This design comes from an exercise in tuning for small area and a short achievable clock period on the open sky130 flow, not from production work.
Function was checked by simulation only, so behaviour that the tests miss may differ from the original.

## rev 12
==> module CS, before the edit <==
module CS(clk, reset, X, Y);
	input clk, reset;
	input [7:0] X;
	output [9:0] Y;
	reg [7:0] X9;                    
	reg rq;                          
	reg [7:0] P1, P2, P3, P4, P5, P6, P7, P8;
	reg [10:0] T;                    
	reg [3:0] cnt;                   
	reg [9:0] Y;
	wire [9:0] Yn;                   
	always @(negedge clk) begin
		X9 <= X;
		rq <= reset;
	end
	wire [7:0] sub = (cnt[3] ? P1 : 8'd0);
	wire [10:0] Tn;
	wire [11:0] S;
	wire [10:0] Ta;
	radd #(11) u_s(T, {3'b000, X9}, 1'b0, S[10:0], S[11]);
	wire tc;
	radd #(11) u_t(S[10:0], {3'b111, ~sub}, 1'b1, Tn, tc);
	always @(posedge clk) begin
		P1 <= P2; P2 <= P3; P3 <= P4; P4 <= P5;
		P5 <= P6; P6 <= P7; P7 <= P8; P8 <= X9;
		if (rq) begin
			T <= 11'd0;
			cnt <= 4'd0;
		end else begin
			T <= Tn;
			if (cnt != 4'd9)
				cnt <= cnt + 4'd1;
		end
		Y <= Yn;
	end
	wire [5:0] s1 = S[11:6];
	wire [6:0] v;
	radd #(6) u_v(s1, S[5:0], 1'b0, v[5:0], v[6]);
	reg [3:0] q2;
	always @(*) begin
		if (v >= 7'd90) q2 = 4'd10;
		else if (v >= 7'd81) q2 = 4'd9;
		else if (v >= 7'd72) q2 = 4'd8;
		else if (v >= 7'd63) q2 = 4'd7;
		else if (v >= 7'd54) q2 = 4'd6;
		else if (v >= 7'd45) q2 = 4'd5;
		else if (v >= 7'd36) q2 = 4'd4;
		else if (v >= 7'd27) q2 = 4'd3;
		else if (v >= 7'd18) q2 = 4'd2;
		else if (v >= 7'd9) q2 = 4'd1;
		else q2 = 4'd0;
	end
	wire [6:0] dq;                   
	wire dqc;
	radd #(6) u_dq({2'b00, q2}, ~s1, 1'b1, dq[5:0], dqc);
	assign dq[6] = ~dqc;
	wire [7:0] avg;
	wire ac;
	assign avg[2:0] = dq[2:0];
	radd #(5) u_avg(s1[4:0], {dq[6], dq[6:3]}, 1'b0, avg[7:3], ac);
	wire [8:0] le;
	cmple u_c1(P1, avg, le[0]);
	cmple u_c2(P2, avg, le[1]);
	cmple u_c3(P3, avg, le[2]);
	cmple u_c4(P4, avg, le[3]);
	cmple u_c5(P5, avg, le[4]);
	cmple u_c6(P6, avg, le[5]);
	cmple u_c7(P7, avg, le[6]);
	cmple u_c8(P8, avg, le[7]);
	cmple u_c9(X9, avg, le[8]);
	wire [8:0] b7 = {X9[7], P8[7], P7[7], P6[7], P5[7], P4[7], P3[7], P2[7], P1[7]};
	wire [8:0] b6 = {X9[6], P8[6], P7[6], P6[6], P5[6], P4[6], P3[6], P2[6], P1[6]};
	wire [8:0] b5 = {X9[5], P8[5], P7[5], P6[5], P5[5], P4[5], P3[5], P2[5], P1[5]};
	wire [8:0] b4 = {X9[4], P8[4], P7[4], P6[4], P5[4], P4[4], P3[4], P2[4], P1[4]};
	wire [8:0] b3 = {X9[3], P8[3], P7[3], P6[3], P5[3], P4[3], P3[3], P2[3], P1[3]};
	wire [8:0] b2 = {X9[2], P8[2], P7[2], P6[2], P5[2], P4[2], P3[2], P2[2], P1[2]};
	wire [8:0] b1 = {X9[1], P8[1], P7[1], P6[1], P5[1], P4[1], P3[1], P2[1], P1[1]};
	wire [8:0] b0 = {X9[0], P8[0], P7[0], P6[0], P5[0], P4[0], P3[0], P2[0], P1[0]};
	wire [8:0] c7 = le;
	wire a7 = |(c7 & b7); wire [8:0] c6 = c7 & (b7 | {9{~a7}});
	wire a6 = |(c6 & b6); wire [8:0] c5 = c6 & (b6 | {9{~a6}});
	wire a5 = |(c5 & b5); wire [8:0] c4 = c5 & (b5 | {9{~a5}});
	wire a4 = |(c4 & b4); wire [8:0] c3 = c4 & (b4 | {9{~a4}});
	wire a3 = |(c3 & b3); wire [8:0] c2 = c3 & (b3 | {9{~a3}});
	wire a2 = |(c2 & b2); wire [8:0] c1 = c2 & (b2 | {9{~a2}});
	wire a1 = |(c1 & b1); wire [8:0] c0 = c1 & (b1 | {9{~a1}});
	wire a0 = |(c0 & b0);
	wire [7:0] appr = {a7, a6, a5, a4, a3, a2, a1, a0};
	wire [4:0] ah = appr[7:3];
	wire [2:0] al = appr[2:0];
	wire [9:0] W;
	wire [9:0] W1;                    
	wire w1c, wc;
	radd #(9) u_w1(S[11:3], {4'b0000, ah}, 1'b0, W1[8:0], w1c);
	assign W1[9] = w1c;
	radd #(7) u_w(W1[9:3], {2'b00, ah}, 1'b0, W[9:3], wc);
	assign W[2:0] = W1[2:0];
	wire [2:0] cbs;
	wire cb;
	radd #(3) u_cb(S[2:0], al, 1'b0, cbs, cb);
	wire [2:0] L;
	wire lc;
	radd #(3) u_l(W[2:0], al, cb, L, lc);
	wire [6:0] Winc = W[9:3] + 7'd1;
	assign Yn = {lc ? Winc : W[9:3], L};
endmodule
Settings: LEC_CHECK=0, CAP_MARGIN=20, CORE_MARGIN=2, CORE_UTILIZATION=40, SLEW_MARGIN=20; clock period 70.0 ns.
standard.sh (not shown) runs the stock make flow with config.mk's settings and CLKGATE_MAP_FILE= SYNTH_SCRIPT=/design/flow/synth_recipe.tcl, a recipe that flattens the netlist after the stock synthesis.
==> flow/flow/run.sh <==
#!/bin/bash
# Own flow: the standard layout (standard.sh), except that synthesis maps
# the logic with an area-oriented ABC script and does not extract full/half
# adder cells. Registers are mapped exactly as in the standard synthesis.
set -euo pipefail
here=$(pwd)
export OWN_ABC_SCRIPT=$here/flow/area.abc
bash standard.sh SYNTH_SCRIPT=$here/flow/synth.tcl ADDER_MAP_FILE= BUFFER_PORTS_ARGS="-buffer_cell sky130_fd_sc_hd__buf_1" CTS_BUF_LIST="sky130_fd_sc_hd__clkbuf_4 sky130_fd_sc_hd__clkbuf_8" finish > $here/flow_make.log 2>&1
==> flow/flow/area.abc <==
strash
ifraig
resub -K 8 -N 2
refactor -z
rewrite -z
&get -n
&deepsyn -T 60
&put
dch -f
amap
topo
==> flow/flow/synth.tcl <==
# Standard synthesis (synth_recipe.tcl) with one change: ABC maps with an
# area-oriented script (flow/area.abc) instead of ORFS's own.
proc synth {args} { yosys synth -nofsm -noshare {*}$args }
proc abc {args} {
  set i [lsearch -exact $args -script]
  if {$i >= 0} { lset args [expr {$i + 1}] $::env(OWN_ABC_SCRIPT) }
  yosys abc {*}$args
}
source $::env(SCRIPTS_DIR)/synth.tcl
# left out here: clear keep_hierarchy, flatten, clean up, hide names made inside functions, write 1_2_yosys.v
Relative to rev 12, the following input files were edited for rev 13:
--- a/flow/design.v
+++ b/flow/design.v
@@ -5,13 +5,12 @@
 	reg [7:0] X9;                    
 	reg rq;                          
 	reg [7:0] P1, P2, P3, P4, P5, P6, P7, P8;
 	reg [10:0] T;                    
 	reg [3:0] cnt;                   
 	reg [9:0] Y;
-	wire [9:0] Yn;                   
 	always @(negedge clk) begin
 		X9 <= X;
 		rq <= reset;
 	end
 	wire [7:0] sub = (cnt[3] ? P1 : 8'd0);
 	wire [10:0] Tn;
@@ -83,29 +82,18 @@
 	wire a4 = |(c4 & b4); wire [8:0] c3 = c4 & (b4 | {9{~a4}});
 	wire a3 = |(c3 & b3); wire [8:0] c2 = c3 & (b3 | {9{~a3}});
 	wire a2 = |(c2 & b2); wire [8:0] c1 = c2 & (b2 | {9{~a2}});
 	wire a1 = |(c1 & b1); wire [8:0] c0 = c1 & (b1 | {9{~a1}});
 	wire a0 = |(c0 & b0);
 	wire [7:0] appr = {a7, a6, a5, a4, a3, a2, a1, a0};
-	wire [4:0] ah = appr[7:3];
-	wire [2:0] al = appr[2:0];
-	wire [9:0] W;
-	wire [9:0] W1;                    
-	wire w1c, wc;
-	radd #(9) u_w1(S[11:3], {4'b0000, ah}, 1'b0, W1[8:0], w1c);
-	assign W1[9] = w1c;
-	radd #(7) u_w(W1[9:3], {2'b00, ah}, 1'b0, W[9:3], wc);
-	assign W[2:0] = W1[2:0];
-	wire [2:0] cbs;
-	wire cb;
-	radd #(3) u_cb(S[2:0], al, 1'b0, cbs, cb);
-	wire [2:0] L;
-	wire lc;
-	radd #(3) u_l(W[2:0], al, cb, L, lc);
-	wire [6:0] Winc = W[9:3] + 7'd1;
-	assign Yn = {lc ? Winc : W[9:3], L};
+	wire [11:0] Sa;
+	wire sac;
+	radd #(12) u_sa(S, {4'b0000, appr}, 1'b0, Sa, sac);
+	wire [9:0] Yn;
+	wire yc;
+	radd #(10) u_y({1'b0, Sa[11:3]}, {2'b00, appr}, 1'b0, Yn, yc);
 endmodule
 module radd #(parameter W = 8) (a, b, ci, s, co);
 	input [W-1:0] a, b;
 	input ci;
 	output [W-1:0] s;
 	output co;
## What came out
When the final numbers for rev 13 and rev 12 were put side by side, the hold slack turned out to be smaller in rev 12.
For final wirelength, dividing the value from rev 12 by the value from rev 13 gives 1.10.
Of rev 13 and rev 12, rev 12 shows the higher total met2 wirelength after detailed routing, with rev 13 below it.
Detail-routed via count per cell of rev 13 falls short of that of rev 12 slightly.
Area enclosed by the die boundary delta (rev 12 -> rev 13): insignificant
In the reports for rev 13 and rev 12, the larger wire length of the first global-routing pass belongs to rev 12.
Taking rev 12 as the reference, in rev 13 total non-filler cell area in the finished layout went up by about 0.46%; routed length on met3 down about 30%; setup slack now smaller.
Rev 13: flow completed, timing, DRC and antenna clean
For rev 13, the worst setup path endpoint was Y[8], unlike rev 12, where it was Y[7].
Core utilization, rev 13 and rev 12: larger value in rev 13
On synthesized area, rev 13 and rev 12 are basically level.
Rev 13 vs rev 12 on critical path depth: rev 13 is the higher one.
